Context: an optimization exercise on an open-source flow, tuned for small area, a short achievable clock period and few clock cycles per item. The choices shown serve that exercise and are no tape-out recipe. In this exercise RTL edits were held to simulation tests only and were not proved equivalent to the original.

==> run a: inputs <==
Design Reconstructor, start of the top module:
module Reconstructor(
    input enable,
    input CLK,
    input reset,
    input [7:0]height,
    input [7:0]width,
    input Vector_sig,
    input [7:0]mv_x,
    input [7:0]addr_x,
    input [7:0]mv_y,
    input [7:0]addr_y,
    output Nxt_block_sig,
    input [1:0]data_type,
    output [15:0]Tindex,
    input [5:0]pdi,
    output [15:0]index,
    output we,
    output [8:0]datax_out,
    output [8:0]datay_out,
    output [5:0]pdo
    );
Settings: LEC_CHECK=0, ABC_CLOCK_PERIOD_IN_PS=6000, CAP_MARGIN=20, CORE_MARGIN=2, CORE_UTILIZATION=40, CTS_BUF_LIST=sky130_fd_sc_hd__clkbuf_8, CTS_CLUSTER_SIZE=30, PLACE_DENSITY=0.6, SETUP_SLACK_MARGIN=4.7, SLEW_MARGIN=20; clock period 11.0 ns.
standard.sh (not shown) runs the stock make flow with config.mk's settings and CLKGATE_MAP_FILE= SYNTH_SCRIPT=/design/flow/synth_recipe.tcl, a recipe that flattens the netlist after the stock synthesis.
==> flow/flow/run.sh <==
#!/bin/bash
# Standard layout, with every port buffered by sky130_fd_sc_hd__buf_1 and a
# clock tree of clkbuf_8 without dummy loads.
set -euo pipefail
export BUFFER_PORTS_ARGS="-buffer_cell sky130_fd_sc_hd__buf_1"
export CTS_ARGS="-sink_clustering_enable -repair_clock_nets -dont_use_dummy_load -buf_list sky130_fd_sc_hd__clkbuf_8 -sink_clustering_size 30 -sink_clustering_max_diameter 150"
bash standard.sh > standard.log 2>&1
==> run b: changes against run a <==
ABC_AREA = 1   (was default)
ABC_CLOCK_PERIOD_IN_PS = default   (was 6000)
SETUP_SLACK_MARGIN = 4.9   (was 4.7)
==> run c: changes against run a <==
SETUP_SLACK_MARGIN = 5   (was 4.7)
==> flow_metrics.env <==
export IMPL_status="complete, no violations"
export IMPL_track_usage_pct=17.4
export IMPL_netlist_top_cells_area="fa_1 18%, dfxtp_1 16%, ha_1 13%, inv_1 8.3%, nand2_1 7.6%"
export IMPL_nNetsFinal=926
export IMPL_yosys_area_top_type_share_pct=17.9
The numbers above come from run b.

==> flow_metrics.env <==
export IMPL_status="complete, no violations"
export IMPL_grt_ovfl_total=0
export IMPL_largest_register_ffs=16
export IMPL_track_usage_pct=16.0
export IMPL_yosys_area_top_type_share_pct=17.8
export IMPL_final_cell_mix="102 x buf_1, 82 x inv_1, 56 x ha_1"
export IMPL_nNetsFinal=824
export IMPL_synth_fa_ha_area_share_pct=30.2
The numbers above come from run a.

==> flow_metrics.env <==
export IMPL_track_usage_pct=16.4
export IMPL_yosys_area_top_type_share_pct=17.8
export IMPL_grt_pass1_wl_microns=19100
export IMPL_multiInputCombCellCount=396
export IMPL_status="complete, no violations"
export IMPL_nNetsFinal=831
export IMPL_met3_usage_pct=3.30
The numbers above come from run c.

Testbench counts of run a, summed over its fixed seeds: cycles 37,693, vectors 5,350.
Testbench counts of run b, summed over its fixed seeds: cycles 37,693, vectors 5,350.
Testbench counts of run c, summed over its fixed seeds: cycles 37,693, vectors 5,350.

==> tundra: inputs <==
==> flow/design.v <==
module Reconstructor(
    input enable,
    input CLK,
    input reset,
    input [7:0]height,
    input [7:0]width,
    input Vector_sig,
    input [7:0]mv_x,
    input [7:0]addr_x,
    input [7:0]mv_y,
    input [7:0]addr_y,
    output Nxt_block_sig,
    input [1:0]data_type,
    output [15:0]Tindex,
    input [5:0]pdi,
    output [15:0]index,
    output we,
    output [8:0]datax_out,
    output [8:0]datay_out,
    output [5:0]pdo
    );
localparam IDLE = 3'd0, WAIT = 3'd1, S1 = 3'd2, RD0 = 3'd3, CMP = 3'd4, RD = 3'd5;
reg [2:0] state;
reg [15:0] I, N;          
reg jxN, jyN, nval;       
reg [4:0] preg;           
reg [1:0] btype;
reg [7:0] ry0, rx0;
reg hasx, hasy;
always @(posedge CLK) begin
  ry0 <= addr_y + mv_y[7:2];
  rx0 <= addr_x + mv_x[7:2];
  hasx <= |mv_x[1:0];
  hasy <= |mv_y[1:0];
end
function [4:0] oa;
  input jx, jy;
  input [1:0] rx, ry;
  reg [2:0] cx, cy;
  begin
    cx = jx ? {1'b0, rx} : (rx == 2'd0 ? 3'd4 : {1'b0, 2'd0 - rx});
    cy = jy ? {1'b0, ry} : (ry == 2'd0 ? 3'd4 : {1'b0, 2'd0 - ry});
    oa = cx * cy;
  end
endfunction
wire s_cmp = (state == CMP);
wire s_rd0 = (state == RD0);
wire wr = s_cmp & ({1'b0, preg} > pdi);
wire last = ~nval;
wire adv = s_rd0 | (s_cmp & ~last);    
wire nx_v = (~jxN & hasx) | (~jyN & hasy);
wire nx_x = ~jxN & hasx;
wire nx_y = (~jxN & hasx) ? jyN : 1'b1;
wire tmode = (state == IDLE) | (state == WAIT) | (s_cmp & last);
wire tgt_x = (state == S1) ? 1'b0 : (state == RD) ? jxN : nx_x;
wire tgt_y = (state == S1) ? 1'b0 : (state == RD) ? jyN : nx_y;
wire [7:0] op = tmode ? addr_y : ry0 + {7'd0, tgt_y};
wire [7:0] ax = tmode ? addr_x : rx0 + {7'd0, tgt_x};
wire [15:0] W16 = {8'd0, width};
wire [15:0] M = {8'hFF, ~(width & {8{~op[0]}})}
              + (op[1] ? W16 << 1 : 16'd0) + (op[2] ? W16 << 2 : 16'd0)
              + (op[3] ? W16 << 3 : 16'd0) + (op[4] ? W16 << 4 : 16'd0)
              + (op[5] ? W16 << 5 : 16'd0) + (op[6] ? W16 << 6 : 16'd0)
              + (op[7] ? W16 << 7 : 16'd0) + {8'd0, ax};
assign Nxt_block_sig = (state == WAIT) | (s_cmp & last & ~wr);
assign Tindex = N;
assign index = (s_rd0 | (s_cmp & ~wr)) ? N : I;
assign we = wr;
assign pdo = {1'b0, preg};
assign datax_out = {1'b0, mv_x};
assign datay_out = {1'b0, mv_y};
always @(posedge CLK or posedge reset)
  if (reset)
    state <= IDLE;
  else
    case (state)
      IDLE: if (enable) state <= WAIT;
      WAIT: if (Vector_sig) state <= S1;
      S1:   state <= RD0;
      RD0:  state <= CMP;
      CMP:  if (last) state <= (~wr & Vector_sig) ? S1 : WAIT;
            else if (wr) state <= RD;
      RD:   state <= CMP;
      default: state <= IDLE;
    endcase
always @(posedge CLK) begin
  N <= M;
  if (state == S1) begin
    jxN <= 1'b0; jyN <= 1'b0; nval <= 1'b1;
  end
  if (s_rd0)
    btype <= data_type;
  if (adv) begin
    I <= N;
    preg <= oa(jxN, jyN, mv_x[1:0], mv_y[1:0]) + {(s_rd0 ? data_type : btype), 2'b00};
    nval <= nx_v; jxN <= nx_x; jyN <= nx_y;
  end
end
endmodule
==> flow/flow/run.sh <==
#!/bin/bash
# Standard layout, with every port buffered by sky130_fd_sc_hd__buf_1.
set -euo pipefail
export BUFFER_PORTS_ARGS="-buffer_cell sky130_fd_sc_hd__buf_1"
bash standard.sh > standard.log 2>&1
==> flow/standard.sh <==
#!/bin/bash
# synth_recipe.tcl (not shown) runs the flow's synth.tcl, then flattens the netlist and writes it again
# the make line also repeats each setting of config.mk as NAME=value (left out here)
make -C /OpenROAD-flow-scripts/flow DESIGN_CONFIG=/design/flow/config.mk WORK_HOME=/design/flow/orfs CLKGATE_MAP_FILE= SYNTH_SCRIPT=/design/flow/synth_recipe.tcl "${@:-finish}"
==> flow/config.mk <==
export PLATFORM = sky130hd
export DESIGN_NAME = Reconstructor
export DESIGN_NICKNAME = Reconstructor
export VERILOG_FILES = /design/flow/design.v
export SDC_FILE = /design/flow/constraint.sdc
export NUM_CORES = 4
export LEC_CHECK = 0
export ABC_CLOCK_PERIOD_IN_PS = 6000
export CAP_MARGIN = 20
export CORE_MARGIN = 2
export CORE_UTILIZATION = 40
export CTS_BUF_LIST = sky130_fd_sc_hd__clkbuf_8
export CTS_CLUSTER_SIZE = 30
export PLACE_DENSITY = 0.6
export SETUP_SLACK_MARGIN = 4.5
export SLEW_MARGIN = 20
==> flow/constraint.sdc <==
create_clock -name core_clock -period 11.0 [get_ports {CLK}]
set_input_delay 2.2000 -clock core_clock [delete_from_list [all_inputs] [get_ports {CLK}]]
set_output_delay 2.2000 -clock core_clock [all_outputs]
set_load 0.01 [all_outputs]
==> pepper: changes against tundra <==
==> flow/design.v, changed modules only <==
module Reconstructor(
    input enable,
    input CLK,
    input reset,
    input [7:0]height,
    input [7:0]width,
    input Vector_sig,
    input [7:0]mv_x,
    input [7:0]addr_x,
    input [7:0]mv_y,
    input [7:0]addr_y,
    output Nxt_block_sig,
    input [1:0]data_type,
    output [15:0]Tindex,
    input [5:0]pdi,
    output [15:0]index,
    output we,
    output [8:0]datax_out,
    output [8:0]datay_out,
    output [5:0]pdo
    );
localparam IDLE = 3'd0, WAIT = 3'd1, S1 = 3'd2, RD0 = 3'd3, CMP = 3'd4, RD = 3'd5;
reg [2:0] state;
reg [15:0] I, N;          
reg jxN, jyN, nval;       
reg [4:0] preg;           
reg [1:0] btype;
wire [1:0] rx = mv_x[1:0], ry = mv_y[1:0];
reg hasx, hasy;
always @(posedge CLK) begin
  hasx <= |rx;
  hasy <= |ry;
end
function [4:0] oa;
  input jx, jy;
  input [1:0] rx, ry;
  reg [2:0] cx, cy;
  begin
    cx = jx ? {1'b0, rx} : (rx == 2'd0 ? 3'd4 : {1'b0, 2'd0 - rx});
    cy = jy ? {1'b0, ry} : (ry == 2'd0 ? 3'd4 : {1'b0, 2'd0 - ry});
    oa = cx * cy;
  end
endfunction
wire s_cmp = (state == CMP);
wire wr = s_cmp & ({1'b0, preg} > pdi);
wire last = ~nval;
wire bx = (state == RD0) ? 1'b0 : jxN;
wire by = (state == RD0) ? 1'b0 : jyN;
wire nx_v  = (~bx & hasx) | (~by & hasy);
wire nx_x  = ~bx & hasx;
wire nx_y  = (~bx & hasx) ? by : 1'b1;
wire tgt_x = (state == S1) ? 1'b0 : nx_x;
wire tgt_y = (state == S1) ? 1'b0 : nx_y;
wire tmode = (state == IDLE) | (state == WAIT) | (s_cmp & last);
reg [7:0] ry0, rx0;
always @(posedge CLK) begin
  ry0 <= addr_y + mv_y[7:2];
  rx0 <= addr_x + mv_x[7:2];
end
wire [7:0] op = tmode ? addr_y : ry0 + {7'd0, tgt_y};
wire [7:0] ax = tmode ? addr_x : rx0 + {7'd0, tgt_x};
wire [15:0] M = op * width + {8'd0, ax} + {8'hFF, ~width};
assign Nxt_block_sig = (state == WAIT) | (s_cmp & last & ~wr);
assign Tindex = I;
assign index = (s_cmp & ~wr) ? N : I;
assign we = wr;
assign pdo = {1'b0, preg};
assign datax_out = {1'b0, mv_x};
assign datay_out = {1'b0, mv_y};
always @(posedge CLK or posedge reset)
  if (reset)
    state <= IDLE;
  else
    case (state)
      IDLE: if (enable) state <= WAIT;
      WAIT: if (Vector_sig) state <= S1;
      S1:   state <= RD0;
      RD0:  state <= CMP;
      CMP:  if (last) state <= (~wr & Vector_sig) ? S1 : WAIT;
            else if (wr) state <= RD;
      RD:   state <= CMP;
      default: state <= IDLE;
    endcase
always @(posedge CLK) begin
  case (state)
    IDLE, WAIT, S1: I <= M;
    RD0: begin
      N <= M; nval <= nx_v; jxN <= nx_x; jyN <= nx_y;
      btype <= data_type;
      preg <= oa(1'b0, 1'b0, rx, ry) + {data_type, 2'b00};
    end
    CMP: if (last) I <= M;
         else begin
           I <= N;
           preg <= oa(jxN, jyN, rx, ry) + {btype, 2'b00};
           N <= M; nval <= nx_v; jxN <= nx_x; jyN <= nx_y;
         end
    default: ;
  endcase
end
endmodule
==> flow/run.sh (new file) <==
#!/bin/bash
# synth_recipe.tcl (not shown) runs the flow's synth.tcl, then flattens the netlist and writes it again
# the make line also repeats each setting of config.mk as NAME=value (left out here)
make -C /OpenROAD-flow-scripts/flow DESIGN_CONFIG=/design/flow/config.mk WORK_HOME=/design/flow/orfs CLKGATE_MAP_FILE= SYNTH_SCRIPT=/design/flow/synth_recipe.tcl finish
--- a/flow/config.mk
+++ b/flow/config.mk
@@ -9,8 +9,6 @@
 export CAP_MARGIN = 20
 export CORE_MARGIN = 2
 export CORE_UTILIZATION = 40
-export CTS_BUF_LIST = sky130_fd_sc_hd__clkbuf_8
-export CTS_CLUSTER_SIZE = 30
 export PLACE_DENSITY = 0.6
 export SETUP_SLACK_MARGIN = 4.5
 export SLEW_MARGIN = 20
removed: flow/flow/run.sh
removed: flow/standard.sh
==> comparison table <==
                                                            tundra       pepper
Resize count post-CTS                                             3          191
Sequential standard cell area                           0.00152 mm2  0.00170 mm2
Fraction of area in clock buffers and inverters              0.0331       0.0311
Wire length of the first global-routing pass               18000 um     26700 um
First-pass DRT Iterations                                         7            4
Number of ordinary inverters in the final layout                 75           97
Summed area of non-filler cells in the final layout     0.00639 mm2  0.00937 mm2
Non-Clock Buffer Count                                          107          153
Startpoint of the worst-slack reg-to-reg timing path            jxN     state[1]
Result of the run                  no timing/DRC/antenna violations  no timing/DRC/antenna violations
Maximum fanout encountered on the critical timing path           16            5
Non-clock buffer area fraction after layout                  0.0634        0.154
Testbench counts of tundra, summed over its fixed seeds: cycles 37,029, vectors 5,350.
Testbench counts of pepper, summed over its fixed seeds: cycles 37,029, vectors 5,350.

port drivers added, routing unchanged:
The results above use ideal ports. As a check the final layouts listed here were re-extracted and re-timed, cells and wires unchanged.
Step 1 assumes that a clkbuf_16 drives the clock port and a buf_2 every other input.
Step 2 also shifts input and output timing later by t, the mid clock arrival at the registers, as if the neighbouring blocks saw the same clock.
a / b / c = ideal / step 1 / step 2; a / b = the first two.
run | t, ns | setup WS [ns] | clock arrival spread, ns
run a | 0.382 | 4.959 / 4.934 / 4.631 | 0.021 / 0.022
run b | 0.388 | 5.080 / 5.086 / 4.699 | 0.027 / 0.027
run c | 0.387 | 5.092 / 5.089 / 4.725 | 0.022 / 0.021
tundra | 0.369 | 4.664 / 4.640 / 4.416 | 0.014 / 0.013
pepper | 0.373 | 4.427 / 4.421 / 4.048 | 0.011 / 0.011
After both steps every run listed still meets setup and hold. The setup slack of run b, which loses most, moves by +0.006 ns with the drivers and by -0.381 ns with both steps.
